Source: an optimization exercise on an open RTL-to-GDS flow (aim: small area, a short achievable clock period and few clock cycles). Production flows keep margins and buffers that such runs may drop. Only simulation tests tie the RTL to the original design; equivalence was not proved. Power and IR drop assume default switching activity.

==> design/flow/config.mk <==
export PLATFORM = sky130hd
export DESIGN_NAME = processing_element_avalon_interface
export DESIGN_NICKNAME = processing_element_avalon_interface
export VERILOG_FILES = /design/flow/design.v
export SDC_FILE = /design/flow/constraint.sdc
export NUM_CORES = 4
export LEC_CHECK = 0
export CAP_MARGIN = 20
export CORE_MARGIN = 2
export CORE_UTILIZATION = 40
export SLEW_MARGIN = 20
export SYNTH_HIERARCHICAL = 1
export SYNTH_MINIMUM_KEEP_SIZE = 0
==> design/flow/constraint.sdc <==
create_clock -name core_clock -period 12.5 [get_ports {csi_clockreset_clk}]
set_input_delay 2.5000 -clock core_clock [delete_from_list [all_inputs] [get_ports {csi_clockreset_clk}]]
set_output_delay 2.5000 -clock core_clock [all_outputs]
set_load 0.01 [all_outputs]
==> design/flow/design.v <==
module pe_mac_tree (
    input  wire [8:0]  d,
    input  wire [7:0]  o,
    input  wire [18:0] acc,
    output wire [18:0] sum
);
    wire pp_0_0 = d[0] & o[0];
    wire pp_0_1 = d[0] & o[1];
    wire pp_0_2 = d[0] & o[2];
    wire pp_0_3 = d[0] & o[3];
    wire pp_0_4 = d[0] & o[4];
    wire pp_0_5 = d[0] & o[5];
    wire pp_0_6 = d[0] & o[6];
    wire pp_1_0 = d[1] & o[0];
    wire pp_1_1 = d[1] & o[1];
    wire pp_1_2 = d[1] & o[2];
    wire pp_1_3 = d[1] & o[3];
    wire pp_1_4 = d[1] & o[4];
    wire pp_1_5 = d[1] & o[5];
    wire pp_1_6 = d[1] & o[6];
    wire pp_2_0 = d[2] & o[0];
    wire pp_2_1 = d[2] & o[1];
    wire pp_2_2 = d[2] & o[2];
    wire pp_2_3 = d[2] & o[3];
    wire pp_2_4 = d[2] & o[4];
    wire pp_2_5 = d[2] & o[5];
    wire pp_2_6 = d[2] & o[6];
    wire pp_3_0 = d[3] & o[0];
    wire pp_3_1 = d[3] & o[1];
    wire pp_3_2 = d[3] & o[2];
    wire pp_3_3 = d[3] & o[3];
    wire pp_3_4 = d[3] & o[4];
    wire pp_3_5 = d[3] & o[5];
    wire pp_3_6 = d[3] & o[6];
    wire pp_4_0 = d[4] & o[0];
    wire pp_4_1 = d[4] & o[1];
    wire pp_4_2 = d[4] & o[2];
    wire pp_4_3 = d[4] & o[3];
    wire pp_4_4 = d[4] & o[4];
    wire pp_4_5 = d[4] & o[5];
    wire pp_4_6 = d[4] & o[6];
    wire pp_5_0 = d[5] & o[0];
    wire pp_5_1 = d[5] & o[1];
    wire pp_5_2 = d[5] & o[2];
    wire pp_5_3 = d[5] & o[3];
    wire pp_5_4 = d[5] & o[4];
    wire pp_5_5 = d[5] & o[5];
    wire pp_5_6 = d[5] & o[6];
    wire pp_6_0 = d[6] & o[0];
    wire pp_6_1 = d[6] & o[1];
    wire pp_6_2 = d[6] & o[2];
    wire pp_6_3 = d[6] & o[3];
    wire pp_6_4 = d[6] & o[4];
    wire pp_6_5 = d[6] & o[5];
    wire pp_6_6 = d[6] & o[6];
    wire pp_7_0 = d[7] & o[0];
    wire pp_7_1 = d[7] & o[1];
    wire pp_7_2 = d[7] & o[2];
    wire pp_7_3 = d[7] & o[3];
    wire pp_7_4 = d[7] & o[4];
    wire pp_7_5 = d[7] & o[5];
    wire pp_7_6 = d[7] & o[6];
    wire pn_0 = o[7] & ~d[0];
    wire pn_1 = o[7] & ~d[1];
    wire pn_2 = o[7] & ~d[2];
    wire pn_3 = o[7] & ~d[3];
    wire pn_4 = o[7] & ~d[4];
    wire pn_5 = o[7] & ~d[5];
    wire pn_6 = o[7] & ~d[6];
    wire pn_7 = o[7] & ~d[7];
    wire qn_0 = d[8] & ~o[0];
    wire qn_1 = d[8] & ~o[1];
    wire qn_2 = d[8] & ~o[2];
    wire qn_3 = d[8] & ~o[3];
    wire qn_4 = d[8] & ~o[4];
    wire qn_5 = d[8] & ~o[5];
    wire qn_6 = d[8] & ~o[6];
    wire sgn = ~(o[7] | d[8]);
    wire s1, c2;
    pe_ha us1 (.a(pp_1_6), .b(pp_2_5), .s(s1), .co(c2));
    wire s3, c4;
    pe_fa us3 (.a(pp_2_6), .b(pp_3_5), .c(pp_4_4), .s(s3), .co(c4));
    wire s5, c6;
    pe_ha us5 (.a(pp_0_5), .b(pp_1_4), .s(s5), .co(c6));
    wire s7, c8;
    pe_fa us7 (.a(pp_0_6), .b(pp_1_5), .c(pp_2_4), .s(s7), .co(c8));
    wire s9, c10;
    pe_ha us9 (.a(pp_3_3), .b(pp_4_2), .s(s9), .co(c10));
    wire s11, c12;
    pe_fa us11 (.a(s1), .b(pp_3_4), .c(pp_4_3), .s(s11), .co(c12));
    wire s13, c14;
    pe_fa us13 (.a(pp_5_2), .b(pp_6_1), .c(pp_7_0), .s(s13), .co(c14));
    wire s15, c16;
    pe_ha us15 (.a(pn_0), .b(o[7]), .s(s15), .co(c16));
    wire s17, c18;
    pe_fa us17 (.a(s3), .b(pp_5_3), .c(pp_6_2), .s(s17), .co(c18));
    wire s19, c20;
    pe_fa us19 (.a(pp_7_1), .b(pn_1), .c(qn_0), .s(s19), .co(c20));
    wire s21, c22;
    pe_fa us21 (.a(d[8]), .b(acc[8]), .c(c2), .s(s21), .co(c22));
    wire s23, c24;
    pe_fa us23 (.a(pp_3_6), .b(pp_4_5), .c(pp_5_4), .s(s23), .co(c24));
    wire s25, c26;
    pe_fa us25 (.a(pp_6_3), .b(pp_7_2), .c(pn_2), .s(s25), .co(c26));
    wire s27, c28;
    pe_fa us27 (.a(qn_1), .b(acc[9]), .c(c4), .s(s27), .co(c28));
    wire s29, c30;
    pe_fa us29 (.a(pp_4_6), .b(pp_5_5), .c(pp_6_4), .s(s29), .co(c30));
    wire s31, c32;
    pe_fa us31 (.a(pp_7_3), .b(pn_3), .c(qn_2), .s(s31), .co(c32));
    wire s33, c34;
    pe_fa us33 (.a(pp_5_6), .b(pp_6_5), .c(pp_7_4), .s(s33), .co(c34));
    wire s35, c36;
    pe_ha us35 (.a(pp_0_3), .b(pp_1_2), .s(s35), .co(c36));
    wire s37, c38;
    pe_fa us37 (.a(pp_0_4), .b(pp_1_3), .c(pp_2_2), .s(s37), .co(c38));
    wire s39, c40;
    pe_ha us39 (.a(pp_3_1), .b(pp_4_0), .s(s39), .co(c40));
    wire s41, c42;
    pe_fa us41 (.a(s5), .b(pp_2_3), .c(pp_3_2), .s(s41), .co(c42));
    wire s43, c44;
    pe_fa us43 (.a(pp_4_1), .b(pp_5_0), .c(acc[5]), .s(s43), .co(c44));
    wire s45, c46;
    pe_fa us45 (.a(s7), .b(s9), .c(pp_5_1), .s(s45), .co(c46));
    wire s47, c48;
    pe_fa us47 (.a(pp_6_0), .b(acc[6]), .c(c6), .s(s47), .co(c48));
    wire s49, c50;
    pe_fa us49 (.a(s11), .b(s13), .c(s15), .s(s49), .co(c50));
    wire s51, c52;
    pe_fa us51 (.a(acc[7]), .b(c8), .c(c10), .s(s51), .co(c52));
    wire s53, c54;
    pe_fa us53 (.a(s17), .b(s19), .c(s21), .s(s53), .co(c54));
    wire s55, c56;
    pe_fa us55 (.a(c12), .b(c14), .c(c16), .s(s55), .co(c56));
    wire s57, c58;
    pe_fa us57 (.a(s23), .b(s25), .c(s27), .s(s57), .co(c58));
    wire s59, c60;
    pe_fa us59 (.a(c18), .b(c20), .c(c22), .s(s59), .co(c60));
    wire s61, c62;
    pe_fa us61 (.a(s29), .b(s31), .c(acc[10]), .s(s61), .co(c62));
    wire s63, c64;
    pe_fa us63 (.a(c24), .b(c26), .c(c28), .s(s63), .co(c64));
    wire s65, c66;
    pe_fa us65 (.a(s33), .b(pn_4), .c(qn_3), .s(s65), .co(c66));
    wire s67, c68;
    pe_fa us67 (.a(acc[11]), .b(c30), .c(c32), .s(s67), .co(c68));
    wire s69, c70;
    pe_fa us69 (.a(pp_6_6), .b(pp_7_5), .c(pn_5), .s(s69), .co(c70));
    wire s71, c72;
    pe_fa us71 (.a(qn_4), .b(acc[12]), .c(c34), .s(s71), .co(c72));
    wire s73, c74;
    pe_fa us73 (.a(pp_7_6), .b(pn_6), .c(qn_5), .s(s73), .co(c74));
    wire s75, c76;
    pe_ha us75 (.a(pp_0_2), .b(pp_1_1), .s(s75), .co(c76));
    wire s77, c78;
    pe_fa us77 (.a(s35), .b(pp_2_1), .c(pp_3_0), .s(s77), .co(c78));
    wire s79, c80;
    pe_fa us79 (.a(s37), .b(s39), .c(acc[4]), .s(s79), .co(c80));
    wire s81, c82;
    pe_fa us81 (.a(s41), .b(s43), .c(c38), .s(s81), .co(c82));
    wire s83, c84;
    pe_fa us83 (.a(s45), .b(s47), .c(c42), .s(s83), .co(c84));
    wire s85, c86;
    pe_fa us85 (.a(s49), .b(s51), .c(c46), .s(s85), .co(c86));
    wire s87, c88;
    pe_fa us87 (.a(s53), .b(s55), .c(c50), .s(s87), .co(c88));
    wire s89, c90;
    pe_fa us89 (.a(s57), .b(s59), .c(c54), .s(s89), .co(c90));
    wire s91, c92;
    pe_fa us91 (.a(s61), .b(s63), .c(c58), .s(s91), .co(c92));
    wire s93, c94;
    pe_fa us93 (.a(s65), .b(s67), .c(c62), .s(s93), .co(c94));
    wire s95, c96;
    pe_fa us95 (.a(s69), .b(s71), .c(c66), .s(s95), .co(c96));
    wire s97, c98;
    pe_fa us97 (.a(s73), .b(acc[13]), .c(c70), .s(s97), .co(c98));
    wire s99, c100;
    pe_fa us99 (.a(pn_7), .b(qn_6), .c(acc[14]), .s(s99), .co(c100));
    wire s101, c102;
    pe_ha us101 (.a(sgn), .b(acc[15]), .s(s101), .co(c102));
    wire s103, c104;
    pe_ha us103 (.a(pp_0_1), .b(pp_1_0), .s(s103), .co(c104));
    wire s105, c106;
    pe_fa us105 (.a(s75), .b(pp_2_0), .c(acc[2]), .s(s105), .co(c106));
    wire s107, c108;
    pe_fa us107 (.a(s77), .b(acc[3]), .c(c76), .s(s107), .co(c108));
    wire s109, c110;
    pe_fa us109 (.a(s79), .b(c36), .c(c78), .s(s109), .co(c110));
    wire s111, c112;
    pe_fa us111 (.a(s81), .b(c40), .c(c80), .s(s111), .co(c112));
    wire s113, c114;
    pe_fa us113 (.a(s83), .b(c44), .c(c82), .s(s113), .co(c114));
    wire s115, c116;
    pe_fa us115 (.a(s85), .b(c48), .c(c84), .s(s115), .co(c116));
    wire s117, c118;
    pe_fa us117 (.a(s87), .b(c52), .c(c86), .s(s117), .co(c118));
    wire s119, c120;
    pe_fa us119 (.a(s89), .b(c56), .c(c88), .s(s119), .co(c120));
    wire s121, c122;
    pe_fa us121 (.a(s91), .b(c60), .c(c90), .s(s121), .co(c122));
    wire s123, c124;
    pe_fa us123 (.a(s93), .b(c64), .c(c92), .s(s123), .co(c124));
    wire s125, c126;
    pe_fa us125 (.a(s95), .b(c68), .c(c94), .s(s125), .co(c126));
    wire s127, c128;
    pe_fa us127 (.a(s97), .b(c72), .c(c96), .s(s127), .co(c128));
    wire s129, c130;
    pe_fa us129 (.a(s99), .b(c74), .c(c98), .s(s129), .co(c130));
    wire s131, c132;
    pe_fa us131 (.a(s101), .b(1'b1), .c(c100), .s(s131), .co(c132));
    wire s133, c134;
    pe_fa us133 (.a(acc[16]), .b(1'b1), .c(c102), .s(s133), .co(c134));
    wire s135, c136;
    pe_ha us135 (.a(acc[17]), .b(1'b1), .s(s135), .co(c136));
    wire s137, c138;
    pe_ha us137 (.a(acc[18]), .b(1'b1), .s(s137), .co(c138));
    wire [18:0] ra = {s137, s135, s133, s131, s129, s127, s125, s123, s121, s119, s117, s115, s113, s111, s109, s107, s105, s103, pp_0_0};
    wire [18:0] rb = {c136, c134, c132, c130, c128, c126, c124, c122, c120, c118, c116, c114, c112, c110, c108, c106, c104, acc[1], acc[0]};
    wire [4:0] rc;
    assign rc[0] = 1'b0;
    assign {rc[1], sum[0]} = ra[0] + rb[0] + rc[0];
    assign {rc[2], sum[1]} = ra[1] + rb[1] + rc[1];
    assign {rc[3], sum[2]} = ra[2] + rb[2] + rc[2];
    assign {rc[4], sum[3]} = ra[3] + rb[3] + rc[3];
    wire [14:0] g0, p0;
    assign p0 = ra[18:4] ^ rb[18:4];
    assign g0 = (ra[18:4] & rb[18:4]) | {14'd0, p0[0] & rc[4]};
    wire bg1 = g0[1] | (p0[1] & g0[0]);
    wire bp1 = p0[1] & p0[0];
    wire bg2 = g0[3] | (p0[3] & g0[2]);
    wire bp2 = p0[3] & p0[2];
    wire bg3 = g0[5] | (p0[5] & g0[4]);
    wire bp3 = p0[5] & p0[4];
    wire bg4 = g0[7] | (p0[7] & g0[6]);
    wire bp4 = p0[7] & p0[6];
    wire bg5 = g0[9] | (p0[9] & g0[8]);
    wire bp5 = p0[9] & p0[8];
    wire bg6 = g0[11] | (p0[11] & g0[10]);
    wire bp6 = p0[11] & p0[10];
    wire bg7 = g0[13] | (p0[13] & g0[12]);
    wire bp7 = p0[13] & p0[12];
    wire bg8 = bg2 | (bp2 & bg1);
    wire bp8 = bp2 & bp1;
    wire bg9 = bg4 | (bp4 & bg3);
    wire bp9 = bp4 & bp3;
    wire bg10 = bg6 | (bp6 & bg5);
    wire bp10 = bp6 & bp5;
    wire bg11 = bg9 | (bp9 & bg8);
    wire bp11 = bp9 & bp8;
    wire bg12 = bg10 | (bp10 & bg11);
    wire bp12 = bp10 & bp11;
    wire bg13 = bg3 | (bp3 & bg8);
    wire bp13 = bp3 & bp8;
    wire bg14 = bg5 | (bp5 & bg11);
    wire bp14 = bp5 & bp11;
    wire bg15 = bg7 | (bp7 & bg12);
    wire bp15 = bp7 & bp12;
    wire bg16 = g0[2] | (p0[2] & bg1);
    wire bp16 = p0[2] & bp1;
    wire bg17 = g0[4] | (p0[4] & bg8);
    wire bp17 = p0[4] & bp8;
    wire bg18 = g0[6] | (p0[6] & bg13);
    wire bp18 = p0[6] & bp13;
    wire bg19 = g0[8] | (p0[8] & bg11);
    wire bp19 = p0[8] & bp11;
    wire bg20 = g0[10] | (p0[10] & bg14);
    wire bp20 = p0[10] & bp14;
    wire bg21 = g0[12] | (p0[12] & bg12);
    wire bp21 = p0[12] & bp12;
    wire bg22 = g0[14] | (p0[14] & bg15);
    wire bp22 = p0[14] & bp15;
    assign sum[4] = p0[0] ^ rc[4];
    assign sum[5] = p0[1] ^ g0[0];
    assign sum[6] = p0[2] ^ bg1;
    assign sum[7] = p0[3] ^ bg16;
    assign sum[8] = p0[4] ^ bg8;
    assign sum[9] = p0[5] ^ bg17;
    assign sum[10] = p0[6] ^ bg13;
    assign sum[11] = p0[7] ^ bg18;
    assign sum[12] = p0[8] ^ bg11;
    assign sum[13] = p0[9] ^ bg19;
    assign sum[14] = p0[10] ^ bg14;
    assign sum[15] = p0[11] ^ bg20;
    assign sum[16] = p0[12] ^ bg12;
    assign sum[17] = p0[13] ^ bg21;
    assign sum[18] = p0[14] ^ bg15;
endmodule
module pe_fa (input wire a, input wire b, input wire c, output wire s, output wire co);
    assign {co, s} = a + b + c;
endmodule
module pe_ha (input wire a, input wire b, output wire s, output wire co);
    assign {co, s} = a + b;
endmodule
module pe_mux9 (input wire [8:0] s, input wire [8:0] d, output wire y);
    wire [2:0] n;
    pe_aoi222 g0 (.a1(s[0]), .a2(d[0]), .b1(s[1]), .b2(d[1]), .c1(s[2]), .c2(d[2]), .y(n[0]));
    pe_aoi222 g1 (.a1(s[3]), .a2(d[3]), .b1(s[4]), .b2(d[4]), .c1(s[5]), .c2(d[5]), .y(n[1]));
    pe_aoi222 g2 (.a1(s[6]), .a2(d[6]), .b1(s[7]), .b2(d[7]), .c1(s[8]), .c2(d[8]), .y(n[2]));
    assign y = ~&n;
endmodule
module pe_aoi222 (
    input wire a1, input wire a2, input wire b1, input wire b2,
    input wire c1, input wire c2, output wire y
);
    assign y = ~((a1 & a2) | (b1 & b2) | (c1 & c2));
endmodule
module pe_dec30 (input wire [7:0] a, output wire h1, output wire h2, output wire is31);
    assign h1 = &a[4:1];
    assign h2 = ~(a[7] | a[6] | a[5] | a[0]);
    assign is31 = (a == 8'd31);
endmodule
module pe_and3 (input wire a, input wire b, input wire c, output wire y);
    assign y = a & b & c;
endmodule
module pe_rd0 (
    input wire a, input wire b, input wire c, input wire d, input wire e,
    output wire y
);
    assign y = (a & b & c) | (d & e);
endmodule
module processing_element_avalon_interface (
    input csi_clockreset_clk,
    input csi_clockreset_reset_n,
    input [7:0] avs_s1_address,
    input avs_s1_read,
    input avs_s1_write,
    input [31:0] avs_s1_writedata,
    output reg [31:0] avs_s1_readdata
);
    wire clk = csi_clockreset_clk;
    wire rst = ~csi_clockreset_reset_n;
    wire [7:0] a = avs_s1_address;
    reg       wr_v;
    reg [4:0] wr_a;
    reg [7:0] wr_d;
    always @(posedge clk) begin
        wr_v <= ~rst & avs_s1_write & (a < 8'd18);
        wr_a <= a[4:0];
        wr_d <= avs_s1_writedata[7:0];
    end
    reg [7:0] img [0:8];
    reg [7:0] filt [0:8];
    reg start;
    wire [7:0] din = rst ? 8'd0 : wr_d;
    wire live = wr_v;
    wire [8:0] sel_x, sel_w;
    genvar i;
    generate
        for (i = 0; i < 9; i = i + 1) begin : g_op
            assign sel_x[i] = live & (wr_a == i);
            assign sel_w[i] = live & (wr_a == i + 9);
            always @(posedge clk)
                if (rst | sel_x[i]) img[i] <= din;
            always @(posedge clk)
                if (rst | sel_w[i]) filt[i] <= din;
        end
    endgenerate
    wire [8:0] sel = sel_x | sel_w;
    wire [7:0] xs, ws;
    generate
        for (i = 0; i < 8; i = i + 1) begin : g_mux
            pe_mux9 mx (
                .s(sel),
                .d({img[8][i], img[7][i], img[6][i], img[5][i], img[4][i],
                    img[3][i], img[2][i], img[1][i], img[0][i]}),
                .y(xs[i])
            );
            pe_mux9 mw (
                .s(sel),
                .d({filt[8][i], filt[7][i], filt[6][i], filt[5][i], filt[4][i],
                    filt[3][i], filt[2][i], filt[1][i], filt[0][i]}),
                .y(ws[i])
            );
        end
    endgenerate
    wire is_x = |sel_x;
    wire [7:0] old_v   = is_x ? xs : ws;
    wire [7:0] other_v = is_x ? ws : xs;
    wire [8:0] delta = {wr_d[7], wr_d} - {old_v[7], old_v};
    always @(posedge clk)
        if (rst) start <= 1'b0;
        else if (avs_s1_write & (a == 8'd18)) start <= avs_s1_writedata[0];
    reg [8:0] d_q;
    reg [7:0] o_q;
    reg [18:0] acc;
    wire [18:0] sum;
    always @(posedge clk) begin
        d_q <= delta;
        o_q <= other_v & {8{~rst}};
    end
    pe_mac_tree mac (
        .d(d_q),
        .o(o_q),
        .acc(acc),
        .sum(sum)
    );
    always @(posedge clk)
        if (rst) acc <= 19'd0;
        else acc <= sum;
    wire [31:0] result = {{13{acc[18]}}, acc};
    wire h1, h2, is31;
    pe_dec30 dec (.a(a), .h1(h1), .h2(h2), .is31(is31));
    wire [31:0] rd_bits;
    pe_rd0 rd0 (.a(h1), .b(h2), .c(result[0]), .d(is31), .e(start), .y(rd_bits[0]));
    generate
        for (i = 1; i < 32; i = i + 1) begin : g_rd
            pe_and3 rd (.a(h1), .b(h2), .c(result[i]), .y(rd_bits[i]));
        end
    endgenerate
    always @(*)
        avs_s1_readdata = rd_bits;
endmodule
==> design/flow/flow/run.sh <==
#!/bin/bash
# Standard ORFS layout, with repair_timing asked to leave extra setup slack so
# that the fixed input/output paths are built fast. The SDC is the standard flow's own.
set -euo pipefail
bash standard.sh SETUP_SLACK_MARGIN=7 MATCH_CELL_FOOTPRINT=0 \
  "BUFFER_PORTS_ARGS=-buffer_cell sky130_fd_sc_hd__buf_2" finish > standard_flow.log 2>&1
==> design/flow/standard.sh <==
#!/bin/bash
# synth_recipe.tcl (not shown) runs the flow's synth.tcl, then flattens the netlist and writes it again
# the make line also repeats each setting of config.mk as NAME=value (left out here)
make -C /OpenROAD-flow-scripts/flow DESIGN_CONFIG=/design/flow/config.mk WORK_HOME=/design/flow/orfs CLKGATE_MAP_FILE= SYNTH_SCRIPT=/design/flow/synth_recipe.tcl "${@:-finish}"
==> run summary, run 1 <==
----------------------------------------------------
[Status]
  Run status ... finished clean

[Cells and area]
  Fill count ... 2205
  Number of nets in the finished design ... 903
  Finished Layout Cells ... 1094
  Area growth syn-to-layout ... 13.9%
  Highest-count cells in the layout ignoring fill and taps ... sky130_fd_sc_hd__edfxtp_1, sky130_fd_sc_hd__and2_1, sky130_fd_sc_hd__fa_1, sky130_fd_sc_hd__dfxtp_1, sky130_fd_sc_hd__buf_2
  Count of antenna diodes in the layout ... 0
  Most common cell after layout, fill and taps aside ... sky130_fd_sc_hd__edfxtp_1
  Share of cells above drive strength 1 ... 14.3%

[Job]
  Count of max-cap constraint violations ... 0

[Routing]
  Average via count per standard cell ... 5.47
  Antenna-violating nets left ... 0
  Top layer used by detailed routing ... met4
  Routed WL per cell ... 19.9 um
  Met1 wire length ... 9400 um
  Drt drc ... 0
  Final WL ... 21800 um
  Starting DRC count in detailed routing ... 586
  Length of routed met3 wiring ... 1340 um
  Vias after detailed routing ... 5979
  Routed met2 length ... 10400 um
  First-pass iteration count of the detailed router ... 5

[Yosys]
  Combined area of all synthesized cells ... 9740 sq um
  Fraction of registers with async set or reset after synthesis ... 0%
  Main flop type after synthesis ... sky130_fd_sc_hd__edfxtp_1
  Sequential fraction of the synthesis area ... 54.9%
  Area share of the largest cell type after synthesis ... 44.4%
  Synthesis warning total ... 9
  Number of different library cells in the post-synthesis netlist ... 51
  Synthesized area divided by synthesized cell count ... 14.2 sq um
  Cell taking the most area after synthesis ... sky130_fd_sc_hd__edfxtp_1
  Number of synthesized flops with an enable pin ... 144
  Synthesis-stage register bit count ... 195
  Synth top area cells ... sky130_fd_sc_hd__edfxtp_1, sky130_fd_sc_hd__fa_1, sky130_fd_sc_hd__dfxtp_1
  Cell count after synthesis ... 684

[Global route]
  Vias in the first global route ... 6185
  Number of antenna violations at the first check in global routing ... 0
  Wire length of the first global-routing pass ... 34800 um
  Pin count of the biggest net entering global routing ... 56
  Global-route usage over all layers ... 17.8%
  Grt total ovfl ... 0

[Clock tree]
  CTS Sinks ... 195
  Clock Path Buffers ... 2
  Clk root buf ... sky130_fd_sc_hd__clkbuf_16
  Skew-Pair Late Insertion Delay ... 0.44 ns
  Count of H-tree levels built during CTS ... 4
  Inserted Clock Buffers ... 17
  Clock transition at the register clock pins on the worst setup and hold paths after CTS ... 0.07 ns
  CTS tree ... built

[Min path]
  Path type of the worst min-delay path ... flop to flop

[Power]
  PwrDens ... 139 nW/um^2
  Total leakage power ... 4.64 nW
  Maximum resistive drop on vdd ... 99.3 uV

[Timing]
  Total setup violations reported at the end of the flow ... 0
  Clock Skew ... 0.0137 ns
  Worst max-slew margin expressed relative to the limit ... 32.9%
  F_max ... 167 MHz
  Clock period minus worst slack ... 5.98 ns
  Slew Viols, Final ... 0
  Final setup TNS ... 0 ns
  Period utilization ... 47.9%
  Worst-margin pin slew ... 0.999 ns
  RSZ-0062 raised after global routing ... true
  Number of hold violations in the final report ... 0

[Worst setup path]
  Setup crit start kind ... primary input
  CP Data Required Time ... 10.00 ns
  Worst Setup End Kind ... output port
  Category of the critical setup timing path ... primary input to output port
  Arr. time, crit path ... 3.48 ns
  Biggest fanout along the worst timing path ... 32

[Floorplan]
  I/O pin count ... 76
  Die Width ... 160 um
  Full die area ... 25600 sq um
  Area of the core ... 24100 sq um
  Die Ht ... 160 um
  Starting density of the core ... 40.4%
  FP Rows ... 57

[Placed design]
  Placed insts ... 1060
  Post-DP HPWL ... 15000 um
  Global placer's final weighted congestion ... 0.833
  Number of buffers inserted by port buffering ... 50

----------------------------------------------------
logic make-up after synthesis:
family	synth area share (%)
other cells	0.0385
simple gates	13.2
buf+inv	1.53
compound gates	8.62
mux	2.12
fa+ha+maj	18.5
xor+xnor	1.17
flops	54.9
routing by layer:
metal	track usage [%]	up-vias
met1	23.2	3031
met2	29.4	175
met3	3.58	29
li1	-	2744
met5	0	-
met4	6.67	0
worst max-delay path, stage by stage:
cell,delay (ns)
sky130_fd_sc_hd__buf_2,0.13
sky130_fd_sc_hd__nor4_4,0.32
sky130_fd_sc_hd__buf_12,0.20
sky130_fd_sc_hd__and3_1,0.17
sky130_fd_sc_hd__buf_2,0.13
cell type report:
type / count / area, sq um / area share (%)
Tap cell: 324 / 405 / 3.65
Multi-Input combinational cell: 458 / 4310 / 38.8
Timing Repair Buffer: 61 / 358 / 3.22
Clock inverter: 15 / 163 / 1.47
Clock buffer: 17 / 425 / 3.83
Sequential cell: 195 / 5350 / 48.2
Inverter: 24 / 90.1 / 0.812
state kept, by name, indices dropped and copies added (netlist names):
register	count
wr_a	5
acc	19
wr_v	1
o_q	8
filt	72
d_q	9
start	1
img	72
wr_d	8
power by group:
part	internal (mW)	total [mW]	switching [mW]
Sequential	0.756	0.792	0.0352
Clock	0.284	0.543	0.259
Combinational	0.0939	0.209	0.116
Total	1.13	1.54	0.410
per-module statistics from Yosys (local to each module, per instance):
module                               times used  cell area, sq um  cells
pe_and3                                      31              6.26      1
pe_mac_tree                                   1              1140    150
pe_dec30                                      1              28.8      4
pe_mux9                                      16              5.00      1
pe_fa                                        58              20.0      1
pe_aoi222                                    48              10.0      1
processing_element_avalon_interface           1              6510    365
pe_ha                                        11              12.5      1
pe_rd0                                        1              10.0      1
synthesized netlist by cell type (2+ instances only):
master                     number
sky130_fd_sc_hd__a211oi_1       2
sky130_fd_sc_hd__a41o_1         2
sky130_fd_sc_hd__nor4b_1        2
sky130_fd_sc_hd__inv_1         23
sky130_fd_sc_hd__nand3_1       21
sky130_fd_sc_hd__nor2b_1       25
sky130_fd_sc_hd__nand2_1       11
sky130_fd_sc_hd__nor3_1         6
sky130_fd_sc_hd__nand3b_1       3
sky130_fd_sc_hd__and2_1        83
sky130_fd_sc_hd__nand2b_1       4
sky130_fd_sc_hd__a222oi_1      48
sky130_fd_sc_hd__a21oi_1        8
sky130_fd_sc_hd__xnor2_1        8
sky130_fd_sc_hd__or2b_1         2
sky130_fd_sc_hd__dfxtp_1       51
sky130_fd_sc_hd__nor2_1        12
sky130_fd_sc_hd__o31ai_1        2
sky130_fd_sc_hd__o211ai_1       3
sky130_fd_sc_hd__clkbuf_1       9
sky130_fd_sc_hd__o21a_1         4
sky130_fd_sc_hd__and3_1        34
sky130_fd_sc_hd__a31oi_1        2
sky130_fd_sc_hd__mux2i_1       18
sky130_fd_sc_hd__or2_2          2
sky130_fd_sc_hd__fa_1          70
sky130_fd_sc_hd__o21ai_0       23
sky130_fd_sc_hd__ha_1          32
sky130_fd_sc_hd__a211o_1        2
sky130_fd_sc_hd__edfxtp_1     144
sky130_fd_sc_hd__xor2_1         5
sky130_fd_sc_hd__nor4_1         2
sky130_fd_sc_hd__a21o_1         3
through the flow:
stage	util [%]	cell area, sq um	setup slack, ns	hold WS, ns	power (mW)
after detailed placement	43.4	10500	6.44	0.538	1.01
after floorplan	-	9770	6.54	0.488	0.956
after global routing	46.0	11100	6.46	0.555	1.62
final	46.0	11100	6.52	0.548	1.54
after global placement	43.4	10500	6.47	0.508	1.00
after CTS	46.0	11100	6.50	0.546	1.56
repair_timing:
item | in CTS | in global routing
hold buffers | 0 | 0
pin swaps | 1 | 0
buffers inserted | 1 | 0
cloned | 1 | 0
endpoints found under the setup margin | 32 | 32
resized for setup | 2 | 2
worst paths after layout:
| path | from | end | slack [ns] | cells after the start |
|---|---|---|---|---|
| max | avs_s1_address[6] | avs_s1_readdata[19] | 6.52 | 5 |
| min | start | start | 0.55 | 2 |
| max reg2reg | o_q[4] | acc[17] | 7.38 | 14 |
| min reg2reg | start | start | 0.55 | 2 |
Testbench counts, summed over its fixed seeds: cycles 36,800.
==> inputs of run 2 (changes only) <==
--- a/design/flow/config.mk
+++ b/design/flow/config.mk
@@ -10,2 +10,4 @@
 export CORE_UTILIZATION = 40
+export CTS_BUF_LIST = sky130_fd_sc_hd__clkbuf_8
+export CTS_CLUSTER_SIZE = 10
 export SLEW_MARGIN = 20
==> run summary, run 2 <==
----------------------------------------------------
[Global route]
  Vias in the first global route ... 6207 (+0.36%)
  Pin count of the biggest net entering global routing ... 56 (unchanged)
  Number of antenna violations at the first check in global routing ... 0 (unchanged)
  Met2 demand-to-capacity share in global routing ... 29.5% (+0.12 points)
  Met1 Resource Use GR ... 23.2% (-0.055 points)
  Most Used Layer, Global Route ... met2
  Global-route usage over all layers ... 17.7% (-0.074 points)
  Met3 layer usage reported by global route ... 3.66% (+0.078 points)
  Grt total ovfl ... 0 (unchanged)
  Wire length of the first global-routing pass ... 34800 um (about the same)

[Routing]
  Final WL ... 21700 um (-0.59%)
  Antenna-violating nets left ... 0 (unchanged)
  Vias after detailed routing ... 5945 (-0.57%)
  Routed WL per cell ... 19.8 um (-0.59%)
  Starting DRC count in detailed routing ... 480 (-18%)
  First-pass iteration count of the detailed router ... 5 (unchanged)
  Average via count per standard cell ... 5.43 (-0.57%)
  Drt drc ... 0 (unchanged)

[Yosys]
  Sequential fraction of the synthesis area ... 54.9% (unchanged)
  Combined area of all synthesized cells ... 9740 sq um (unchanged)
  Most used standard cells in the synthesized netlist ... sky130_fd_sc_hd__edfxtp_1, sky130_fd_sc_hd__and2_1, sky130_fd_sc_hd__fa_1, sky130_fd_sc_hd__dfxtp_1, sky130_fd_sc_hd__a222oi_1
  Number of different library cells in the post-synthesis netlist ... 51 (unchanged)
  Synthesis warning total ... 9 (unchanged)
  Most frequently used cell type in the post-synthesis netlist ... sky130_fd_sc_hd__edfxtp_1
  Synth top area cells ... sky130_fd_sc_hd__edfxtp_1, sky130_fd_sc_hd__fa_1, sky130_fd_sc_hd__dfxtp_1
  Synthesized area divided by synthesized cell count ... 14.2 sq um (unchanged)
  Number of synthesized flops with an enable pin ... 144 (unchanged)
  Area share of the largest cell type after synthesis ... 44.4% (unchanged)
  Cell taking the most area after synthesis ... sky130_fd_sc_hd__edfxtp_1
  Cell count after synthesis ... 684 (unchanged)
  Fraction of registers with async set or reset after synthesis ... 0% (unchanged)
  Main flop type after synthesis ... sky130_fd_sc_hd__edfxtp_1
  Synthesis-stage register bit count ... 195 (unchanged)

[Cells and area]
  Biggest registers after layout ... filt (72), img (72), acc (19)
  Final non-filler cell area ... 10900 sq um (-1.7%)
  Area of combinational cells with multiple inputs ... 4310 sq um (unchanged)
  Number of nets in the finished design ... 903 (unchanged)
  Area growth syn-to-layout ... 12.0%
  Highest-count cells in the layout ignoring fill and taps ... sky130_fd_sc_hd__edfxtp_1, sky130_fd_sc_hd__and2_1, sky130_fd_sc_hd__fa_1, sky130_fd_sc_hd__dfxtp_1, sky130_fd_sc_hd__buf_2
  Finished Layout Cells ... 1094 (unchanged)
  Fill count ... 2236 (+1.4%)
  Share of cells above drive strength 1 ... 14.3% (unchanged)
  Post-layout utilization of the core ... 45.2% (-0.79 points)
  Most common cell after layout, fill and taps aside ... sky130_fd_sc_hd__edfxtp_1
  Count of antenna diodes in the layout ... 0 (unchanged)
  Storage cell area ... 5350 sq um (unchanged)

[Placed design]
  Global placer's final weighted congestion ... 0.833 (unchanged)
  Cell Area, Placed ... 10500 sq um (unchanged)
  Placed insts ... 1060 (unchanged)
  Post-DP HPWL ... 15000 um (unchanged)
  Pre-CTS setup slack ... 6.44 ns (unchanged)
  Number of buffers inserted by port buffering ... 50 (unchanged)

[Min path]
  Path type of the worst min-delay path ... flop to flop
  Worst hold path startpoint ... start
  Min-Delay Endpoint ... start
  Number of instances on the worst hold path ... 2 (unchanged)

[Timing]
  Slew Viols, Final ... 0 (unchanged)
  Number of hold violations in the final report ... 0 (unchanged)
  F_max ... 167 MHz (about the same)
  Clock Skew ... 0.0265 ns (+0.0128 ns)
  Period utilization ... 47.9% (about the same)
  Total setup violations reported at the end of the flow ... 0 (unchanged)
  Clock period minus worst slack ... 5.98 ns (+0.000990 ns)
  Hold Slack ... 0.546 ns (-0.00223 ns)
  RSZ-0062 raised after global routing ... true
  Final setup margin ... 6.52 ns (-0.000990 ns)
  Final setup TNS ... 0 ns (unchanged)
  Worst-margin pin slew ... 0.998 ns (-0.00156 ns)
  Worst max-slew margin expressed relative to the limit ... 33.0% (+0.10 points)

[Clock tree]
  Count of H-tree levels built during CTS ... 4 (unchanged)
  Skew-Pair Late Insertion Delay ... 0.47 ns (+0.03 ns)
  Clock transition at the register clock pins on the worst setup and hold paths after CTS ... 0.10 ns (+0.03 ns)
  Inserted Clock Buffers ... 17 (unchanged)
  Cts-stage hold buffer count ... 0 (unchanged)
  Clock Path Buffers ... 2 (unchanged)
  CTS tree ... built
  CTS Sinks ... 195 (unchanged)
  Clk root buf ... sky130_fd_sc_hd__clkbuf_8

[Floorplan]
  Starting density of the core ... 40.4% (unchanged)
  Area of the core ... 24100 sq um (unchanged)
  Die Width ... 160 um (unchanged)
  I/O pin count ... 76 (unchanged)
  FP Rows ... 57 (unchanged)
  Full die area ... 25600 sq um (unchanged)
  Die Ht ... 160 um (unchanged)

[Worst setup path]
  Worst Setup End Kind ... output port
  Worst Setup SP ... avs_s1_address[6]
  Setup crit start kind ... primary input
  Arr. time, crit path ... 3.48 ns (about the same)
  R2R Setup Slk ... 7.36 ns (-0.02 ns)
  Terminus of the critical flop-to-flop path ... acc[17]
  Biggest fanout along the worst timing path ... 32 (unchanged)
  CP Data Required Time ... 10.00 ns (about the same)
  Category of the critical setup timing path ... primary input to output port
  Register-to-Register Path Depth ... 14 (unchanged)
  Worst R2R Start ... o_q[4]

[Power]
  Post-layout power ... 1.41 mW (-8.8%)
  Maximum resistive drop on vdd ... 60.6 uV (-39%)
  Total leakage power ... 4.55 nW (-1.9%)
  PwrDens ... 129 nW/um^2 (-7.2%)

[Job]
  Count of max-cap constraint violations ... 0 (unchanged)

[Status]
  Run status ... finished clean

----------------------------------------------------
==> run 2: cell counts after synthesis <==
No cell type changed its count.
==> run 2: where the power goes <==
| group | total (mW) | switching (mW) | internal [mW] |
|---|---|---|---|
| clock network | 0.408 | 0.241 | 0.167 |
| logic | 0.209 | 0.116 | 0.0939 |
| registers | 0.791 | 0.0350 | 0.756 |
| total | 1.41 | 0.392 | 1.02 |
==> run 2: timing repair <==
item                       4_1_cts  5_1_grt
setup buffers                    1        0
setup endpoints to repair       32       32
resized for setup                2        2
gates cloned                     1        0
pin swaps                        1        0
==> run 2: layout make-up <==
class                           instances  share of cell area (%)
Sequential cell                       195                    49.0
Multi-Input combinational cell        458                    39.5
Tap cell                              324                    3.72
Timing Repair Buffer                   61                    3.28
Clock buffer                           17                    2.15
Clock inverter                         15                    1.49
Inverter                               24                   0.826
==> run 2: per-layer routing <==
layer,share of wire (%),up-vias
met1,44,3024
met2,49,155
met5,0,-
met3,5.1,26
met4,2.5,0
li1,-,2740
==> run 2: per-module statistics from Yosys, one instance, submodules excluded <==
module                               copies in the design  cell area, sq um
pe_mac_tree                                             1              1140
pe_and3                                                31              6.26
pe_ha                                                  11              12.5
pe_mux9                                                16              5.00
pe_aoi222                                              48              10.0
pe_rd0                                                  1              10.0
pe_fa                                                  58              20.0
pe_dec30                                                1              28.8
processing_element_avalon_interface                     1              6510
==> run 2: worst max-delay path by stage <==
| stage | to | slack (ns) | cells after the start |
|---|---|---|---|
| detailed placement | avs_s1_readdata[1] | 6.44 | 5 |
| CTS | avs_s1_readdata[0] | 6.50 | 5 |
| finish | avs_s1_readdata[19] | 6.52 | 5 |
| global route | avs_s1_readdata[29] | 6.46 | 5 |
| global placement | avs_s1_readdata[16] | 6.47 | 5 |
| floorplan | avs_s1_readdata[10] | 6.54 | 2 |
==> run 2: worst max-delay path, cell delays in order <==
cell and delay [ns]:
sky130_fd_sc_hd__buf_2 0.13, sky130_fd_sc_hd__nor4_4 0.32, sky130_fd_sc_hd__buf_12 0.20, sky130_fd_sc_hd__and3_1 0.17
sky130_fd_sc_hd__buf_2 0.13
==> run 2: logic make-up (layout without fill, tap and decap cells) <==
group,after synthesis,after routing,share of synthesized area [%]
fa+ha+maj,102,102,18.5
other cells,1,4,0.0385
mux,20,20,2.12
compound gates,104,104,8.62
simple gates,214,215,13.2
buf+inv,35,117,1.53
flops,195,195,54.9
xor+xnor,13,13,1.17
==> inputs of run 3 (changes only) <==
--- a/design/flow/flow/run.sh
+++ b/design/flow/flow/run.sh
@@ -4,3 +4,3 @@
 set -euo pipefail
-bash standard.sh SETUP_SLACK_MARGIN=7 MATCH_CELL_FOOTPRINT=0 \
+bash standard.sh SETUP_SLACK_MARGIN=6.5 MATCH_CELL_FOOTPRINT=0 \
   "BUFFER_PORTS_ARGS=-buffer_cell sky130_fd_sc_hd__buf_2" finish > standard_flow.log 2>&1
==> run summary, run 3 <==
----------------------------------------------------
[Global route]
  Wire length of the first global-routing pass ... 34900 um (+0.32%)
  Vias in the first global route ... 6236 (+0.47%)
  Global-route usage over all layers ... 17.8% (+0.15 points)
  Pin count of the biggest net entering global routing ... 56 (unchanged)
  Number of antenna violations at the first check in global routing ... 0 (unchanged)
  Grt total ovfl ... 0 (unchanged)

[Min path]
  Worst hold path startpoint ... wr_d[1]
  Path type of the worst min-delay path ... flop to flop

[Worst setup path]
  Logic depth of the worst path, buffers included ... 6 (+1)
  Top cell family by delay on the critical path ... buffers and inverters
  Count of buffer and inverter cells on the critical path ... 4 (+1)
  Cells traversed along the worst timing path ... buf_8, nor4_4, buf_6, clkbuf_16, a32o_1, buf_2
  Worst stage delay on the critical path ... 0.27 ns (-0.05 ns)
  Arr. time, crit path ... 3.54 ns (+0.06 ns)
  Category of the critical setup timing path ... primary input to output port
  Setup crit start kind ... primary input
  Biggest fanout along the worst timing path ... 8 (-75%)
  Worst Setup SP ... avs_s1_address[6]
  Worst R2R Start ... o_q[5]
  Capture point of the worst path ... avs_s1_readdata[0]
  CP Data Required Time ... 10.00 ns (about the same)
  Register-to-Register Path Depth ... 14 (unchanged)
  Terminus of the critical flop-to-flop path ... acc[17]
  Worst Setup End Kind ... output port
  Slowest stage cell, crit path ... sky130_fd_sc_hd__nor4_4
  R2R Setup Slk ... 7.38 ns (+0.02 ns)

[Power]
  Maximum resistive drop on vdd ... 64.2 uV (+6.0%)
  Total leakage power ... 4.61 nW (+1.2%)
  Post-layout power ... 1.43 mW (+1.7%)
  PwrDens ... 128 nW/um^2 (-0.86%)

[Clock tree]
  CTS Sinks ... 195 (unchanged)
  Clock Path Buffers ... 2 (unchanged)
  Inserted Clock Buffers ... 17 (unchanged)
  Cts-stage hold buffer count ... 0 (unchanged)
  Count of H-tree levels built during CTS ... 4 (unchanged)
  Skew-Pair Late Insertion Delay ... 0.47 ns (about the same)
  Clock transition at the register clock pins on the worst setup and hold paths after CTS ... 0.11 ns (about the same)
  Clk root buf ... sky130_fd_sc_hd__clkbuf_8
  CTS tree ... built

[Timing]
  F_max ... 166 MHz (-0.95%)
  RSZ-0062 raised after global routing ... true
  Worst max-slew margin expressed relative to the limit ... 42.5% (+9.5 points)
  Hold Slack ... 0.591 ns (+0.0454 ns)
  Clock period minus worst slack ... 6.04 ns (+0.0575 ns)
  Final setup margin ... 6.46 ns (-0.0575 ns)
  Period utilization ... 48.3% (+0.46 points)
  Final setup TNS ... 0 ns (unchanged)
  Clock Skew ... 0.0166 ns (-0.00992 ns)
  Total setup violations reported at the end of the flow ... 0 (unchanged)
  Number of hold violations in the final report ... 0 (unchanged)
  Worst-margin pin slew ... 0.862 ns (-0.135 ns)
  Slew Viols, Final ... 0 (unchanged)

[Routing]
  Drt drc ... 0 (unchanged)
  First-pass iteration count of the detailed router ... 6 (+1)
  Routed WL per cell ... 20.6 um (+4.1%)
  Average via count per standard cell ... 5.46 (+0.56%)
  Final WL ... 22800 um (+5.0%)
  Starting DRC count in detailed routing ... 484 (+0.83%)
  Antenna-violating nets left ... 0 (unchanged)
  Vias after detailed routing ... 6033 (+1.5%)

[Placed design]
  Cell Area, Placed ... 10500 sq um (+0.22%)
  Pre-CTS setup slack ... 6.43 ns (-0.0112 ns)
  Global placer's final weighted congestion ... 0.836 (+0.29%)
  Placed insts ... 1065 (+0.47%)
  Post-DP HPWL ... 15000 um (+0.51%)
  Number of buffers inserted by port buffering ... 50 (unchanged)

[Floorplan]
  FP Rows ... 57 (unchanged)
  I/O pin count ... 76 (unchanged)
  Starting density of the core ... 40.4% (unchanged)
  Die Ht ... 160 um (unchanged)
  Full die area ... 25600 sq um (unchanged)
  Area of the core ... 24100 sq um (unchanged)
  Die Width ... 160 um (unchanged)

[Cells and area]
  Final non-filler cell area ... 11200 sq um (+2.6%)
  Number of nets in the finished design ... 913 (+1.1%)
  Fill count ... 2166 (-3.1%)
  Biggest registers after layout ... filt (72), img (72), acc (19)
  Finished Layout Cells ... 1104 (+0.91%)
  Highest-count cells in the layout ignoring fill and taps ... sky130_fd_sc_hd__edfxtp_1, sky130_fd_sc_hd__and2_1, sky130_fd_sc_hd__fa_1, sky130_fd_sc_hd__dfxtp_1, sky130_fd_sc_hd__a222oi_1
  Post-layout utilization of the core ... 46.4% (+1.2 points)
  Area growth syn-to-layout ... 14.9%
  Most common cell after layout, fill and taps aside ... sky130_fd_sc_hd__edfxtp_1
  Count of antenna diodes in the layout ... 0 (unchanged)
  Share of cells above drive strength 1 ... 16.7% (+2.4 points)

[Yosys]
  Synthesis warning total ... 9 (unchanged)
  Synthesis-stage register bit count ... 195 (unchanged)
  Cell taking the most area after synthesis ... sky130_fd_sc_hd__edfxtp_1
  Fraction of registers with async set or reset after synthesis ... 0% (unchanged)
  Combined area of all synthesized cells ... 9740 sq um (unchanged)
  Most used standard cells in the synthesized netlist ... sky130_fd_sc_hd__edfxtp_1, sky130_fd_sc_hd__and2_1, sky130_fd_sc_hd__fa_1, sky130_fd_sc_hd__dfxtp_1, sky130_fd_sc_hd__a222oi_1
  Cell count after synthesis ... 684 (unchanged)
  Synth top area cells ... sky130_fd_sc_hd__edfxtp_1, sky130_fd_sc_hd__fa_1, sky130_fd_sc_hd__dfxtp_1
  Number of different library cells in the post-synthesis netlist ... 51 (unchanged)
  Synthesized area divided by synthesized cell count ... 14.2 sq um (unchanged)
  Number of synthesized flops with an enable pin ... 144 (unchanged)
  Main flop type after synthesis ... sky130_fd_sc_hd__edfxtp_1
  Most frequently used cell type in the post-synthesis netlist ... sky130_fd_sc_hd__edfxtp_1
  Sequential fraction of the synthesis area ... 54.9% (unchanged)
  Area share of the largest cell type after synthesis ... 44.4% (unchanged)

[Status]
  Run status ... finished clean

[Job]
  Count of max-cap constraint violations ... 0 (unchanged)

----------------------------------------------------
==> run 3: report_power, final <==
part	internal [mW]	total, mW	switching (mW)
Clock	0.188	0.427	0.239
Combinational	0.0967	0.215	0.118
Sequential	0.756	0.791	0.0352
==> run 3: cells by family after synthesis <==
| family | synth area share [%] |
|---|---|
| XOR/XNOR | 1.17 |
| buffers and inverters | 1.53 |
| multiplexers | 2.12 |
| flip-flops | 54.9 |
| AND/OR/NAND/NOR | 13.2 |
| other | 0.0385 |
| AO/OA/AOI/OAI | 8.62 |
| adder cells (fa/ha/maj) | 18.5 |
==> run 3: worst min-delay path by stage <==
stage,endpoint,slack (ns),cells after the start
floorplan,start,0.49,2
finish,d_q[1],0.59,1
global placement,start,0.50,2
global route,start,0.63,2
CTS,start,0.55,2
detailed placement,start,0.53,2
==> run 3: routing by layer <==
metal | vias to the layer above | routed length (um) | global-route usage (%)
li1 | 2757 | - | -
met1 | 3065 | 9570 | 23.1
met2 | 181 | 11400 | 30.5
met3 | 30 | 1200 | 2.96
met4 | 0 | 577 | 6.18
met5 | - | 0 | 0
==> run 3: modules after synthesis, one instance, submodules excluded, excerpt <==
module,flip-flops and latches,copies in the design,cells,area [sq um]
pe_ha,0,11,1,12.5
pe_fa,0,58,1,20.0
pe_mux9,0,16,1,5.00
pe_mac_tree,0,1,150,1140
pe_and3,0,31,1,6.26
processing_element_avalon_interface,195,1,365,6510
==> run 3: layout make-up <==
| class | count | area (sq um) | area share (%) |
|---|---|---|---|
| multi-input combinational | 458 | 4360 | 38.9 |
| sequential | 195 | 5350 | 47.8 |
| timing repair buffer | 71 | 573 | 5.12 |
| clock inverter | 15 | 188 | 1.68 |
| tap | 324 | 405 | 3.62 |
| clock buffer | 17 | 234 | 2.09 |
| inverter | 24 | 90.1 | 0.805 |
==> run 3: worst register-to-register path, delay by kind of cell, from the launching register on <==
kind            cells  cell delay (ns)
compound gates      2             0.46
flops               1             0.52
xor+xnor            1             0.16
fa+ha+maj           7             3.26
simple gates        4             0.64
==> run 3: repair_timing <==
action | CTS | global route
setup endpoints to repair | 32 | 32
hold endpoints to repair | 0 | 0
setup buffers | 2 | 1
pin swaps | 1 | 2
cloned | 1 | 3
resized for setup | 2 | 35
==> inputs of run 4 (changes only) <==
==> design/flow/flow/run.sh (replaced) <==
#!/bin/bash
# Standard ORFS layout, with repair_timing asked to leave extra setup slack so
# that the fixed input/output paths are built fast, and a clock tree of
# small leaves without dummy loads. The SDC is the standard flow's own.
set -euo pipefail
bash standard.sh SETUP_SLACK_MARGIN=7 MATCH_CELL_FOOTPRINT=0 \
  "BUFFER_PORTS_ARGS=-buffer_cell sky130_fd_sc_hd__buf_2" \
  "CTS_ARGS=-sink_clustering_enable -repair_clock_nets -sink_clustering_size 8 -buf_list {sky130_fd_sc_hd__clkbuf_4 sky130_fd_sc_hd__clkbuf_8} -dont_use_dummy_load" \
  finish > standard_flow.log 2>&1
==> run summary, run 4 <==
----------------------------------------------------
[Clock tree]
  Clk root buf ... sky130_fd_sc_hd__clkbuf_8
  Skew-Pair Late Insertion Delay ... 0.46 ns (about the same)
  Inserted Clock Buffers ... 17 (unchanged)
  Clock Path Buffers ... 2 (unchanged)
  CTS Sinks ... 195 (unchanged)
  Count of H-tree levels built during CTS ... 4 (unchanged)
  CTS tree ... built
  Clock transition at the register clock pins on the worst setup and hold paths after CTS ... 0.08 ns (-0.03 ns)

[Power]
  Total leakage power ... 4.48 nW (-2.8%)
  PwrDens ... 122 nW/um^2 (-4.9%)
  Maximum resistive drop on vdd ... 49.9 uV (-22%)

[Worst setup path]
  Arr. time, crit path ... 3.48 ns (-0.06 ns)
  Worst Setup End Kind ... output port
  R2R Setup Slk ... 7.39 ns (about the same)
  Dominant cell type by count on the critical path ... sky130_fd_sc_hd__buf_2
  Cells traversed along the worst timing path ... buf_2, nor4_4, buf_12, and3_1, buf_2
  Category of the critical setup timing path ... primary input to output port
  CP Data Required Time ... 10.00 ns (about the same)
  Setup crit start kind ... primary input
  Slowest stage cell, crit path ... sky130_fd_sc_hd__nor4_4
  Worst stage delay on the critical path ... 0.32 ns (+0.05 ns)
  Biggest fanout along the worst timing path ... 32 (+24)

[Placed design]
  Number of buffers inserted by port buffering ... 50 (unchanged)
  Post-DP HPWL ... 15000 um (-0.50%)
  Global placer's final weighted congestion ... 0.833 (-0.29%)

[Cells and area]
  Storage cell area ... 5350 sq um (unchanged)
  Post-layout utilization of the core ... 44.6% (-1.9 points)
  Share of cells above drive strength 1 ... 12.6% (-4.1 points)
  Highest-count cells in the layout ignoring fill and taps ... sky130_fd_sc_hd__edfxtp_1, sky130_fd_sc_hd__and2_1, sky130_fd_sc_hd__fa_1, sky130_fd_sc_hd__dfxtp_1, sky130_fd_sc_hd__buf_2
  Count of antenna diodes in the layout ... 0 (unchanged)
  Area of combinational cells with multiple inputs ... 4310 sq um (-1.0%)
  Fill count ... 2249 (+3.8%)
  Area growth syn-to-layout ... 10.3%
  Most common cell after layout, fill and taps aside ... sky130_fd_sc_hd__edfxtp_1
  Number of nets in the finished design ... 903 (-1.1%)
  Biggest registers after layout ... filt (72), img (72), acc (19)

[Timing]
  Clock period minus worst slack ... 5.98 ns (-0.0589 ns)
  Slew Viols, Final ... 0 (unchanged)
  RSZ-0062 raised after global routing ... true
  Total setup violations reported at the end of the flow ... 0 (unchanged)
  Worst-margin pin slew ... 1.03 ns (+0.163 ns)
  Worst max-slew margin expressed relative to the limit ... 31.1% (-11 points)
  Clock Skew ... 0.0334 ns (+0.0168 ns)
  Final setup TNS ... 0 ns (unchanged)
  Period utilization ... 47.9% (-0.47 points)
  F_max ... 167 MHz (+0.98%)
  Number of hold violations in the final report ... 0 (unchanged)

[Global route]
  Wire length of the first global-routing pass ... 34600 um (-0.83%)
  Number of antenna violations at the first check in global routing ... 0 (unchanged)
  Vias in the first global route ... 6186 (-0.80%)
  Pin count of the biggest net entering global routing ... 56 (unchanged)
  Grt total ovfl ... 0 (unchanged)
  Global-route usage over all layers ... 17.6% (-0.25 points)

[Yosys]
  Number of synthesized flops with an enable pin ... 144 (unchanged)
  Number of different library cells in the post-synthesis netlist ... 51 (unchanged)
  Most frequently used cell type in the post-synthesis netlist ... sky130_fd_sc_hd__edfxtp_1
  Cell count after synthesis ... 684 (unchanged)
  Synth top area cells ... sky130_fd_sc_hd__edfxtp_1, sky130_fd_sc_hd__fa_1, sky130_fd_sc_hd__dfxtp_1
  Most used standard cells in the synthesized netlist ... sky130_fd_sc_hd__edfxtp_1, sky130_fd_sc_hd__and2_1, sky130_fd_sc_hd__fa_1, sky130_fd_sc_hd__dfxtp_1, sky130_fd_sc_hd__a222oi_1
  Cell taking the most area after synthesis ... sky130_fd_sc_hd__edfxtp_1
  Synthesized area divided by synthesized cell count ... 14.2 sq um (unchanged)
  Fraction of registers with async set or reset after synthesis ... 0% (unchanged)
  Synthesis-stage register bit count ... 195 (unchanged)
  Synthesis warning total ... 9 (unchanged)
  Combined area of all synthesized cells ... 9740 sq um (unchanged)
  Main flop type after synthesis ... sky130_fd_sc_hd__edfxtp_1
  Area share of the largest cell type after synthesis ... 44.4% (unchanged)
  Sequential fraction of the synthesis area ... 54.9% (unchanged)

[Routing]
  Starting DRC count in detailed routing ... 576 (+19%)
  First-pass iteration count of the detailed router ... 5 (-1)
  Drt drc ... 0 (unchanged)
  Antenna-violating nets left ... 0 (unchanged)
  Vias after detailed routing ... 5937 (-1.6%)
  Final WL ... 21600 um (-5.0%)
  Routed WL per cell ... 20.0 um (-2.8%)
  Average via count per standard cell ... 5.50 (+0.69%)

[Floorplan]
  Starting density of the core ... 40.4% (unchanged)
  FP Rows ... 57 (unchanged)
  Die Ht ... 160 um (unchanged)
  Full die area ... 25600 sq um (unchanged)
  I/O pin count ... 76 (unchanged)
  Die Width ... 160 um (unchanged)
  Area of the core ... 24100 sq um (unchanged)

[Status]
  Run status ... finished clean

[Job]
  Count of max-cap constraint violations ... 0 (unchanged)

[Min path]
  Path type of the worst min-delay path ... flop to flop

----------------------------------------------------
==> run 4: worst paths after layout <==
kind,start,endpoint,cells after the start
worst min register to register,start,start,2
worst max register to register,o_q[4],acc[17],14
worst max-delay path,avs_s1_address[6],avs_s1_readdata[19],5
worst min-delay path,start,start,2
==> run 4: layout make-up <==
cell class                 count  area share, %
sequential                   195           49.8
multi-input combinational    458           40.1
tap                          324           3.77
timing repair buffer          61           3.33
clock buffer                  17           2.18
inverter                      24          0.839
==> run 4: per-layer routing <==
| layer | global-route usage (%) | share of wire, % | up-vias | wire (um) |
|---|---|---|---|---|
| met5 | 0 | 0 | - | 0 |
| met3 | 3.69 | 5.2 | 30 | 1130 |
| met2 | 29.5 | 48 | 175 | 10400 |
| li1 | - | - | 2721 | - |
| met1 | 22.9 | 44 | 3011 | 9480 |
| met4 | 5.77 | 2.6 | 0 | 570 |
==> run 4: modules after synthesis (local to each module, per instance) <==
module / cell area [sq um] / cells inside / flops+latches / copies in the design
pe_fa: 20.0 / 1 / 0 / 58
pe_mac_tree: 1140 / 150 / 0 / 1
pe_mux9: 5.00 / 1 / 0 / 16
pe_ha: 12.5 / 1 / 0 / 11
pe_dec30: 28.8 / 4 / 0 / 1
pe_aoi222: 10.0 / 1 / 0 / 48
pe_rd0: 10.0 / 1 / 0 / 1
pe_and3: 6.26 / 1 / 0 / 31
processing_element_avalon_interface: 6510 / 365 / 195 / 1
==> run 4: report_power, final <==
| group | internal (mW) | total (mW) | switching [mW] |
|---|---|---|---|
| clock | 0.121 | 0.307 | 0.187 |
| sequential | 0.756 | 0.791 | 0.0353 |
| combinational | 0.0939 | 0.210 | 0.116 |
| total | 0.971 | 1.31 | 0.337 |
==> run 4: logic make-up after synthesis <==
group                      after synthesis  share of synthesized area, %
muxes                                   20                          2.12
other                                    1                        0.0385
xor gates and xnor gates                13                          1.17
AOI/OAI and AO/OA                      104                          8.62
and+or+nand+nor                        214                          13.2
DFF                                    195                          54.9
buffers and inverters                   35                          1.53
adders and majority gates              102                          18.5
==> run 4: through the flow <==
step / cells / power (mW) / instance area (sq um) / hold WS [ns] / setup WS, ns
after floorplan: 687 / 0.956 / 9770 / 0.488 / 6.54
after CTS: 1079 / 1.32 / 10700 / 0.548 / 6.50
after global placement: 1060 / 1.00 / 10500 / 0.508 / 6.47
final: 1079 / 1.31 / 10700 / 0.543 / 6.52
after detailed placement: 1060 / 1.01 / 10500 / 0.538 / 6.44
after global routing: 1079 / 1.38 / 10700 / 0.557 / 6.46
==> run 4: repair_timing <==
item / 4_1_cts / 5_1_grt
hold buffers: 0 / 0
gates resized for setup: 2 / 2
pin swaps: 1 / 0
setup endpoints to repair: 32 / 32
cloned: 1 / 0
buffers inserted: 1 / 0
==> run 4: critical path, delay by kind of cell <==
family | cells | cell delay, ns
AND/OR/NAND/NOR | 2 | 0.49
buffers and inverters | 3 | 0.46
==> inputs of run 5 (changes only) <==
==> design/flow/flow/run.sh (replaced) <==
#!/bin/bash
# Standard ORFS layout, with repair_timing asked to leave extra setup slack so
# that the fixed input/output paths are built fast, and a clock tree of
# clkbuf_8 leaves without dummy loads. The SDC is the standard flow's own.
set -euo pipefail
bash standard.sh SETUP_SLACK_MARGIN=7 MATCH_CELL_FOOTPRINT=0 \
  "BUFFER_PORTS_ARGS=-buffer_cell sky130_fd_sc_hd__buf_2" \
  "CTS_ARGS=-sink_clustering_enable -repair_clock_nets -sink_clustering_size 10 -buf_list sky130_fd_sc_hd__clkbuf_8 -dont_use_dummy_load" \
  finish > standard_flow.log 2>&1
==> run summary, run 5 <==
----------------------------------------------------
[Status]
  Run status ... finished clean

[Global route]
  Met2 demand-to-capacity share in global routing ... 29.5% (unchanged)
  Met1 Resource Use GR ... 22.9% (unchanged)
  Met3 layer usage reported by global route ... 3.69% (unchanged)
  Grt total ovfl ... 0 (unchanged)
  Pin count of the biggest net entering global routing ... 56 (unchanged)
  Most Used Layer, Global Route ... met2
  Vias in the first global route ... 6186 (unchanged)
  Wire length of the first global-routing pass ... 34600 um (unchanged)
  Number of antenna violations at the first check in global routing ... 0 (unchanged)
  Global-route usage over all layers ... 17.6% (unchanged)

[Yosys]
  Most frequently used cell type in the post-synthesis netlist ... sky130_fd_sc_hd__edfxtp_1
  Synthesized area divided by synthesized cell count ... 14.2 sq um (unchanged)
  Dominant combinational cell family by area after synthesis ... adder cells
  Area share of the largest cell type after synthesis ... 44.4% (unchanged)
  Synthesis-stage register bit count ... 195 (unchanged)
  Number of different library cells in the post-synthesis netlist ... 51 (unchanged)
  Post-Synth Adder-Cell Area ... 18.5% (unchanged)
  Cell count after synthesis ... 684 (unchanged)
  Synthesis warning total ... 9 (unchanged)
  Combined area of all synthesized cells ... 9740 sq um (unchanged)
  Cell taking the most area after synthesis ... sky130_fd_sc_hd__edfxtp_1
  Complex-gate fraction of the synthesized area ... 8.62% (unchanged)
  Number of synthesized flops with an enable pin ... 144 (unchanged)
  Xor and xnor fraction of the mapped netlist area ... 1.17% (unchanged)
  Most used standard cells in the synthesized netlist ... sky130_fd_sc_hd__edfxtp_1, sky130_fd_sc_hd__and2_1, sky130_fd_sc_hd__fa_1, sky130_fd_sc_hd__dfxtp_1, sky130_fd_sc_hd__a222oi_1
  Sequential fraction of the synthesis area ... 54.9% (unchanged)
  Main flop type after synthesis ... sky130_fd_sc_hd__edfxtp_1
  Synth Area in Simple Gates ... 13.2% (unchanged)
  Synth top area cells ... sky130_fd_sc_hd__edfxtp_1, sky130_fd_sc_hd__fa_1, sky130_fd_sc_hd__dfxtp_1
  Mux cell area share after synthesis ... 2.12% (unchanged)
  Fraction of registers with async set or reset after synthesis ... 0% (unchanged)

[Cells and area]
  Area growth syn-to-layout ... 10.3% (unchanged)
  Number of nets in the finished design ... 903 (unchanged)
  Count of antenna diodes in the layout ... 0 (unchanged)
  Share of cells above drive strength 1 ... 12.6% (unchanged)
  Highest-count cells in the layout ignoring fill and taps ... sky130_fd_sc_hd__edfxtp_1, sky130_fd_sc_hd__and2_1, sky130_fd_sc_hd__fa_1, sky130_fd_sc_hd__dfxtp_1, sky130_fd_sc_hd__buf_2
  Biggest registers after layout ... filt (72), img (72), acc (19)
  Most common cell after layout, fill and taps aside ... sky130_fd_sc_hd__edfxtp_1

[Worst setup path]
  Worst R2R Start ... o_q[4]
  Category of the critical setup timing path ... primary input to output port
  Worst Setup End Kind ... output port
  Dominant cell type by count on the critical path ... sky130_fd_sc_hd__buf_2
  Register-to-Register Path Depth ... 14 (unchanged)
  Slowest stage cell, crit path ... sky130_fd_sc_hd__nor4_4
  Arr. time, crit path ... 3.48 ns (about the same)
  R2R Setup Slk ... 7.39 ns (about the same)
  Capture point of the worst path ... avs_s1_readdata[19]
  Biggest fanout along the worst timing path ... 32 (unchanged)
  Worst Setup SP ... avs_s1_address[6]
  CP Data Required Time ... 10.00 ns (about the same)
  Worst stage delay on the critical path ... 0.32 ns (about the same)
  Setup crit start kind ... primary input
  Cells traversed along the worst timing path ... buf_2, nor4_4, buf_12, and3_1, buf_2
  Terminus of the critical flop-to-flop path ... acc[17]

[Min path]
  Worst hold path startpoint ... start
  Number of instances on the worst hold path ... 2 (unchanged)
  Path type of the worst min-delay path ... flop to flop

[Routing]
  Routed WL per cell ... 20.0 um (unchanged)
  Antenna-violating nets left ... 0 (unchanged)
  Average via count per standard cell ... 5.50 (unchanged)
  First-pass iteration count of the detailed router ... 5 (unchanged)
  Vias after detailed routing ... 5937 (unchanged)
  Starting DRC count in detailed routing ... 576 (unchanged)
  Drt drc ... 0 (unchanged)
  Final WL ... 21600 um (unchanged)

[Floorplan]
  Full die area ... 25600 sq um (unchanged)
  Area of the core ... 24100 sq um (unchanged)
  Die Ht ... 160 um (unchanged)
  Starting density of the core ... 40.4% (unchanged)
  I/O pin count ... 76 (unchanged)
  Die Width ... 160 um (unchanged)
  FP Rows ... 57 (unchanged)

[Clock tree]
  Clock Path Buffers ... 2 (unchanged)
  Clk root buf ... sky130_fd_sc_hd__clkbuf_8
  Cts-stage hold buffer count ... 0 (unchanged)
  Skew-Pair Late Insertion Delay ... 0.46 ns (about the same)
  Inserted Clock Buffers ... 17 (unchanged)
  Count of H-tree levels built during CTS ... 4 (unchanged)
  CTS tree ... built
  CTS Sinks ... 195 (unchanged)
  Clock transition at the register clock pins on the worst setup and hold paths after CTS ... 0.08 ns (about the same)

[Power]
  PwrDens ... 122 nW/um^2 (unchanged)
  Total leakage power ... 4.48 nW (unchanged)
  Maximum resistive drop on vdd ... 49.9 uV (unchanged)

[Timing]
  RSZ-0062 raised after global routing ... true
  Clock Skew ... 0.0334 ns (unchanged)
  Slew Viols, Final ... 0 (unchanged)
  F_max ... 167 MHz (unchanged)
  Worst max-slew margin expressed relative to the limit ... 31.1% (unchanged)
  Final setup TNS ... 0 ns (unchanged)
  Number of hold violations in the final report ... 0 (unchanged)
  Worst-margin pin slew ... 1.03 ns (unchanged)
  Total setup violations reported at the end of the flow ... 0 (unchanged)
  Period utilization ... 47.9% (unchanged)
  Final setup margin ... 6.52 ns (unchanged)
  Clock period minus worst slack ... 5.98 ns (unchanged)

[Placed design]
  Pre-CTS setup slack ... 6.44 ns (unchanged)
  Post-DP HPWL ... 15000 um (unchanged)
  Number of buffers inserted by port buffering ... 50 (unchanged)
  Global placer's final weighted congestion ... 0.833 (unchanged)

[Job]
  Count of max-cap constraint violations ... 0 (unchanged)

----------------------------------------------------
-- run 5: cell counts after synthesis --
No cell type changed its count.
-- run 5: cells by family after synthesis --
logic type | after synthesis
AO/OA/AOI/OAI | 104
XOR/XNOR | 13
adder cells (fa/ha/maj) | 102
buffers and inverters | 35
flip-flops | 195
multiplexers | 20
other | 1
AND/OR/NAND/NOR | 214
-- run 5: metal layers --
metal  share of wire, %  vias up
met5                  0        -
met2                 48      175
li1                   -     2721
met1                 44     3011
met3                5.2       30
met4                2.6        0
-- run 5: worst min path at each step --
stage | to | slack, ns
after floorplan | start | 0.49
after global placement | start | 0.51
after detailed placement | start | 0.54
after CTS | start | 0.55
after global routing | start | 0.56
final | start | 0.54
-- run 5: layout make-up --
type / instances / area (sq um)
flip-flops and latches: 195 / 5350
well taps: 324 / 405
multi-input cells: 458 / 4310
repair buffers: 61 / 358
fillers: 2249 / 13400
clock buffers: 17 / 234
inverters: 24 / 90.1
-- run 5: critical path: cells and delay by family --
family / cells / cell delay [ns]
buffers and inverters: 3 / 0.46
and+or+nand+nor: 2 / 0.49
-- run 5: what timing repair did --
item | CTS | global route
setup endpoints to repair | 32 | 32
resized for setup | 2 | 2
gates cloned | 1 | 0
pin swaps | 1 | 0
setup buffers | 1 | 0
-- run 5: per-stage QoR --
stage / hold WS [ns] / utilization (%) / area, sq um / instances / power [mW]
after floorplan: 0.488 / - / 9770 / 687 / 0.956
after global placement: 0.508 / 43.4 / 10500 / 1060 / 1.00
after detailed placement: 0.538 / 43.4 / 10500 / 1060 / 1.01
after CTS: 0.548 / 44.5 / 10700 / 1079 / 1.32
after global routing: 0.557 / 44.6 / 10700 / 1079 / 1.38
final: 0.543 / 44.6 / 10700 / 1079 / 1.31
-- run 5: per-module statistics from Yosys, one instance, submodules excluded --
| module | times used | flip-flops and latches | area (sq um) |
|---|---|---|---|
| pe_rd0 | 1 | 0 | 10.0 |
| pe_mac_tree | 1 | 0 | 1140 |
| pe_ha | 11 | 0 | 12.5 |
| pe_aoi222 | 48 | 0 | 10.0 |
| processing_element_avalon_interface | 1 | 195 | 6510 |
| pe_mux9 | 16 | 0 | 5.00 |
| pe_fa | 58 | 0 | 20.0 |
| pe_and3 | 31 | 0 | 6.26 |
| pe_dec30 | 1 | 0 | 28.8 |
-- run 5: where the power goes --
group | internal, mW | switching [mW]
clock network | 0.121 | 0.187
registers | 0.756 | 0.0353
logic | 0.0939 | 0.116

what the ideal ports hide:
How much do the figures lean on ideal ports? The routed layouts below were timed once more, with nothing changed but the port constraints.
Step 1 sets driving cells, clkbuf_16 on the clock port and buf_2 on the other inputs (assumed; they add their load-dependent delay and slew).
Step 2 moves the port delays by t, midway between the first and last clock arrival at a register: inputs arrive t later, outputs are due t later. That takes back most of the time a late clock gives input paths.
a / b / c = no drivers / after step 1 / after step 2; a / b = the first two.
run	shift t [ns]	setup WS [ns]	latest minus earliest clock arrival (ns)	cell pins on the clock port's net
run 1	0.477	6.517 / 6.483 / 6.483	0.014 / 0.014	1
run 2	0.500	6.516 / 6.482 / 6.482	0.027 / 0.027	1
run 3	0.496	6.459 / 6.421 / 6.421	0.017 / 0.018	1
run 4	0.481	6.518 / 6.482 / 6.482	0.034 / 0.034	1
run 5	0.481	6.518 / 6.482 / 6.482	0.034 / 0.034	1
After both steps every run listed still meets setup and hold. The setup slack of run 3, which loses most, moves by -0.038 ns with the drivers and by -0.038 ns with both steps.
